What follows belongs to an exercise in optimizing a design on an open flow for small area, a short achievable clock period and few clock cycles; a production flow would make more cautious choices.
Only simulation tests tie the RTL to the original design; equivalence was not proved.
The flow treats the clock pin as an ideal source. Dropping or thinning the clock tree relies on that and would not hold on a real chip.
No activity file was given, so power comes from the tool's default toggle rates.

run 5:
// alu19
module alu19 (
    input             clk,
    input             rst,
    input             in_valid,
    output            in_ready,
    input      [3:0]  op,
    input      [18:0] a,
    input      [18:0] b,
    output reg        out_valid,
    output reg [18:0] result,
    output reg        zero,
    output reg        carry,
    output reg        overflow
);
    reg          ready_o;   
    reg          busy;      
    wire         ready = ~busy;
    reg          vq;        
    reg          first;     
    reg  [3:0]   opq;
    reg  [18:0]  A;         
    reg          as;        
    reg  [18:0]  B;         
    reg          bm;        
    assign in_ready = ready_o;
    wire is_mul = (opq == 4'd2);
    wire is_div = (opq == 4'd3);
    wire is_md  = is_mul | is_div;
    wire [18:0] res_in = first ? 19'd0 : result;
    wire [18:0] dn;
    wire [4:0]  lz;
    norm19 nrm (.v(B), .n(dn), .lz(lz));
    wire        b_zero = (B == 19'd0);
  ...
Size: ~860 cells after synthesis, roughly 69 I/O pins, about 6400 µm² of cells after synthesis.
==> module alu19, before the edit <==
module alu19 (
    input             clk,
    input             rst,
    input             in_valid,
    output            in_ready,
    input      [3:0]  op,
    input      [18:0] a,
    input      [18:0] b,
    output reg        out_valid,
    output reg [18:0] result,
    output reg        zero,
    output reg        carry,
    output reg        overflow
);
    reg          ready_o;   
    reg          busy;      
    wire         ready = ~busy;
    reg          vq;        
    reg          first;     
    reg  [3:0]   opq;
    reg  [18:0]  A;         
    reg          as;        
    reg  [18:0]  B;         
    reg          bm;        
    assign in_ready = ready_o;
    wire is_mul = (opq == 4'd2);
    wire is_div = (opq == 4'd3);
    wire is_md  = is_mul | is_div;
    wire [18:0] res_in = first ? 19'd0 : result;
    wire [18:0] dn;
    wire [4:0]  lz;
    norm19 nrm (.v(B), .n(dn), .lz(lz));
    wire        b_zero = (B == 19'd0);
    wire        d_norm = first & ~B[18] & ~b_zero;
    wire [18:0] b_or;                        
    assign b_or[18] = B[18];
    genvar gi;
    generate
        for (gi = 17; gi >= 0; gi = gi - 1) begin : smear
            assign b_or[gi] = b_or[gi+1] | B[gi];
        end
    endgenerate
    wire [18:0] b_msb = B & ~{1'b0, b_or[18:1]};
    wire        as_in  = ~first & as;
    wire        dsub   = ~as_in & ~d_norm;  
    wire       b_m1 = ~first & bm;
    wire       one0 = B[0] ^ b_m1;
    wire       two0 = (B[1] & ~B[0] & ~b_m1) | (~B[1] & B[0] & b_m1);
    wire       neg0 = B[1];
    wire       one1 = B[2] ^ B[1];
    wire       two1 = (B[3] & ~B[2] & ~B[1]) | (~B[3] & B[2] & B[1]);
    wire       neg1 = B[3];
    wire [18:0] a_m1 = {A[17:0], 1'b0};
    wire [18:0] row0 = (({19{one0}} & A) | ({19{two0}} & a_m1)) ^ {19{neg0}};
    wire [18:0] rw1  = (({19{one1}} & A) | ({19{two1}} & a_m1)) ^ {19{neg1}};
    wire [18:0] row1 = {rw1[16:0], neg1, neg1};
    wire [18:0] cs_s = res_in ^ row0 ^ row1;
    wire [18:0] cs_c = {(res_in[17:0] & row0[17:0]) | (res_in[17:0] & row1[17:0]) |
                        (row0[17:0] & row1[17:0]), neg1};
    reg  [18:0] x, y;
    reg         cin;
    always @(*) begin
        x = A; cin = 1'b0;
        case (opq)
            4'd0, 4'd6, 4'd7, 4'd8: y = B;
            4'd1:    begin y = ~B; cin = 1'b1; end
            4'd2:    begin x = cs_s; y = cs_c; cin = neg0; end
            4'd3:    begin y = (B & {19{~d_norm}}) ^ {19{dsub}}; cin = dsub; end
            4'd4:    begin y = 19'd0; cin = 1'b1; end
            default: y = 19'h7FFFF;
        endcase
    end
    wire [18:0] sum, pr, gn;
    wire        cout;
    add19 add (.x(x), .y(y), .cin(cin), .s(sum), .cout(cout), .p(pr), .g(gn));
    wire        ge = ~(as_in ^ dsub ^ cout);
    reg [18:0] r_next;
    always @(*) begin
        case (opq)
            4'd0, 4'd1, 4'd2, 4'd4, 4'd5: r_next = sum;
            4'd3:    r_next = (first & b_zero) ? 19'h7FFFF :
                              d_norm ? b_msb : {res_in[17:0], ge};
            4'd6:    r_next = gn;                
            4'd7:    r_next = gn | pr;           
            4'd8, 4'd9: r_next = pr;             
            default: r_next = 19'd0;
        endcase
    end
    wire c_add = (opq == 4'd0) & cout;
    wire v_add = (opq == 4'd0) & (A[18] == B[18]) & (sum[18] != A[18]);
    wire mul_done      = (B[18:3] == 0);
    wire mul_last_next = (B[18:7] == 0);
    wire div_done      = first ? (b_zero | B[18]) : result[18];
    wire div_last_next = ~first & result[17];
    wire md_done       = is_mul ? mul_done : div_done;
    wire fin = vq & (ready | md_done);
    always @(posedge clk) begin
        result   <= r_next;
        zero     <= (r_next == 19'd0);
        carry    <= c_add;
        overflow <= v_add;
        if (ready) begin
            opq   <= op;
            A     <= a;
            B     <= b;
            first <= 1'b1;
        end else begin
            first <= 1'b0;
            bm    <= B[3];
            if (is_mul) begin
                A <= A << 4;
                B <= B >> 4;
            end else begin
                A  <= sum;                  
                as <= ~ge & ~d_norm;
                B  <= d_norm ? dn : B >> 1;
            end
        end
        if (rst) begin
            ready_o   <= 1'b1;
            busy      <= 1'b0;
            vq        <= 1'b0;
            out_valid <= 1'b0;
        end else begin
            out_valid <= fin;
            if (ready) begin
                vq    <= in_valid;
                ready_o <= ~(in_valid & (op[3:1] == 3'b001));
                busy    <= in_valid & (op[3:1] == 3'b001);
            end else begin
                vq    <= ~md_done;
                ready_o <= md_done | (is_mul ? mul_last_next : div_last_next);
                busy    <= ~(md_done | (is_mul ? mul_last_next : div_last_next));
            end
        end
    end
endmodule
Settings: LEC_CHECK=0, ABC_AREA=1, CAP_MARGIN=0, CORE_MARGIN=2, CORE_UTILIZATION=40, SLEW_MARGIN=0; clock period 35.0 ns.
standard.sh (not shown) runs the stock make flow with config.mk's settings and CLKGATE_MAP_FILE= SYNTH_SCRIPT=/design/flow/synth_recipe.tcl, a recipe that flattens the netlist after the stock synthesis.
==> flow/flow/run.sh <==
#!/bin/bash
set -euo pipefail
W=$(pwd)
P=${FLOW_PLATFORM:-sky130hd}
R=$W/orfs/results/$P/alu19/base
L=$W/orfs/logs/$P/alu19/base
LIB=$FLOW_HOME/platforms/$P/lib/sky130_fd_sc_hd__tt_025C_1v80.lib
YOSYS=$FLOW_HOME/../tools/install/yosys/bin/yosys
[[ -x $YOSYS ]] || YOSYS=yosys

# 1. standard synthesis
bash standard.sh synth > $W/log_1_standard_synth.txt 2>&1
cp $R/1_2_yosys.v $W/netlist_standard.v

# 2. re-map the combinational logic
python3 flow/lib2map.py $LIB > $W/cellmap.v
DONTUSE=$(grep -o -- '-dont_use [^ ]*' $L/1_2_yosys.log | sort -u | tr '\n' ' ')
ABCSCRIPT='+strash;&get,-n;&fraig,-x;&put;scorr;dc2;strash;&get,-n;&dch,-f;&put;dc2;strash;&get,-n;&dch,-f;&nf;&put;topo;upsize,-D,5500;dnsize,-D,5500'
cat > $W/reabc.ys <<YS
read_liberty -lib $LIB
read_verilog $W/netlist_standard.v
hierarchy -top $FLOW_TOP
techmap -map $W/cellmap.v
techmap
opt -fast
abc -liberty $LIB $DONTUSE -script $ABCSCRIPT
setundef -zero
splitnets
opt_clean -purge
hilomap -singleton -hicell sky130_fd_sc_hd__conb_1 HI -locell sky130_fd_sc_hd__conb_1 LO
insbuf -buf sky130_fd_sc_hd__buf_4 A X
opt_clean -purge
check -assert
stat -liberty $LIB
write_verilog -noattr -nohex -nodec $W/netlist_reabc.v
YS
$YOSYS -l $W/log_2_reabc.txt -q $W/reabc.ys > /dev/null 2>&1
# the registers must be the standard synthesis's, instance for instance
grep -E '^\s*sky130_fd_sc_hd__[a-z]*df' $W/netlist_standard.v | awk '{print $1, $2}' | sort > $W/regs_standard.txt
grep -E '^\s*sky130_fd_sc_hd__[a-z]*df' $W/netlist_reabc.v | awk '{print $1, $2}' | sort > $W/regs_reabc.txt
cmp $W/regs_standard.txt $W/regs_reabc.txt
cp $W/netlist_reabc.v $R/1_2_yosys.v
rm -f $R/1_synth.odb $R/1_synth.sdc

# 3. standard placement
export BUFFER_PORTS_ARGS="-buffer_cell sky130_fd_sc_hd__buf_1"
bash standard.sh place > $W/log_3_standard_place.txt 2>&1

# 4. clock buffers (flow/clock.tcl) in place of ORFS's CTS step
RESULTS=$R PLATFORM_DIR=$FLOW_HOME/platforms/$P openroad -no_init -exit flow/clock.tcl > $W/log_4_clock.txt 2>&1
cp $R/4_1_cts.odb $R/4_cts.odb
{ cat $R/3_place.sdc; echo "set_propagated_clock [all_clocks]"; } > $R/4_cts.sdc
touch $R/4_cts.odb $R/4_cts.sdc

# 5. the rest of the standard layout (routing and finishing)
bash standard.sh > $W/log_5_standard_layout.txt 2>&1
Other scripts of this flow, unchanged in this note and not shown: flow/flow/clock.tcl, flow/flow/lib2map.py
Testbench counts of run 5, summed over its fixed seeds: cycles 40,988.
Setup changes, run 5 to run 3
--- a/flow/design.v
+++ b/flow/design.v
@@ -70,6 +70,7 @@
     reg          as;        
     reg  [18:0]  B;         
     reg          bm;        
+    reg  [4:0]   cnt;       
     assign in_ready = ready_o;
     wire is_mul = (opq == 4'd2);
     wire is_div = (opq == 4'd3);
@@ -80,15 +81,7 @@
     norm19 nrm (.v(B), .n(dn), .lz(lz));
     wire        b_zero = (B == 19'd0);
     wire        d_norm = first & ~B[18] & ~b_zero;
-    wire [18:0] b_or;                        
-    assign b_or[18] = B[18];
-    genvar gi;
-    generate
-        for (gi = 17; gi >= 0; gi = gi - 1) begin : smear
-            assign b_or[gi] = b_or[gi+1] | B[gi];
-        end
-    endgenerate
-    wire [18:0] b_msb = B & ~{1'b0, b_or[18:1]};
+    wire [4:0]  cnt_in = first ? 5'd0 : cnt;
     wire        as_in  = ~first & as;
     wire        dsub   = ~as_in & ~d_norm;  
     wire       b_m1 = ~first & bm;
@@ -127,7 +120,7 @@
         case (opq)
             4'd0, 4'd1, 4'd2, 4'd4, 4'd5: r_next = sum;
             4'd3:    r_next = (first & b_zero) ? 19'h7FFFF :
-                              d_norm ? b_msb : {res_in[17:0], ge};
+                              d_norm ? 19'd0 : {res_in[17:0], ge};
             4'd6:    r_next = gn;                
             4'd7:    r_next = gn | pr;           
             4'd8, 4'd9: r_next = pr;             
@@ -138,8 +131,8 @@
     wire v_add = (opq == 4'd0) & (A[18] == B[18]) & (sum[18] != A[18]);
     wire mul_done      = (B[18:3] == 0);
     wire mul_last_next = (B[18:7] == 0);
-    wire div_done      = first ? (b_zero | B[18]) : result[18];
-    wire div_last_next = ~first & result[17];
+    wire div_done      = (first & b_zero) | (~d_norm & (cnt_in == 5'd0));
+    wire div_last_next = ~d_norm & (cnt_in == 5'd1);
     wire md_done       = is_mul ? mul_done : div_done;
     wire fin = vq & (ready | md_done);
     always @(posedge clk) begin
@@ -154,6 +147,7 @@
             first <= 1'b1;
         end else begin
             first <= 1'b0;
+            cnt   <= d_norm ? lz : cnt_in - 5'd1;
             bm    <= B[3];
             if (is_mul) begin
                 A <= A << 4;
==> run notes <==
- Run 3 did not stop at any stage, and its layout met the timing, DRC and antenna checks.
- Compared with run 5, in run 3 area used by sequential logic in the layout grew by 9.9%, number of non-clock inverters grew by 8, post-layout instance count excluding filler cells shrank by 20.
- Total nets after synthesis down 16 in run 3 wrt run 5
- Going from run 5 to run 3, average size of a mapped cell picked up an extra 2.5%, combinational power closely matched the old numbers, design area shows an increase of 0.40%, instance area at placement up 29 µm².
- Of run 3 and run 5, it is run 3 that has the higher sequential share of power.
- Summary — post-synthesis instance total, run 3 relative to run 5: lower, by about 1.9%.
- Between run 3 and run 5, it is run 3 whose net total in the final layout is lower, by about 2%.
- Reported for run 5 and run 3, count of buffer and inverter cells on the critical path turned out identical to the last digit.
- Comparing global-route met3 utilization for run 5 and run 3, the smaller number came from run 3.
- Most common cell after layout, fill and taps aside = sky130_fd_sc_hd__nand2_1: run 3; most common cell after layout, fill and taps aside = sky130_fd_sc_hd__o21ai_0: run 5
- Higher peak per-stage delay on the critical path goes to run 5 over run 3.
Testbench counts of run 3, summed over its fixed seeds: cycles 40,988.
No run of this note takes its clock network from TritonCTS; it comes from the design's own scripts or RTL.

-- afterwards: timing with drivers on the ports --
In the flow no input, the clock included, has a driving cell. The finished layouts below were timed again as built, in two steps.
Step 1: set_driving_cell puts a clkbuf_16 on clk and a buf_2 on each other input, an assumption about the parent block.
Step 2 adds t to the input delays and takes it off the output delays; t is the mean of the earliest and latest rising clock arrival at the registers after step 1. Input paths then give back, and output paths get back, about the clock's delay inside the block.
Slacks: no drivers / after step 1 / after step 2; pairs: no drivers / after step 1.
run | t (ns) | setup slack, ns | pins driven straight from the clock port
run 5 | 0.233 | 27.289 / 27.206 / 27.243 | 4
run 3 | 0.233 | 27.331 / 27.247 / 27.265 | 4
After both steps every run listed still meets setup and hold. The setup slack of run 3, which loses most, moves by -0.084 ns with the drivers and by -0.066 ns with both steps.
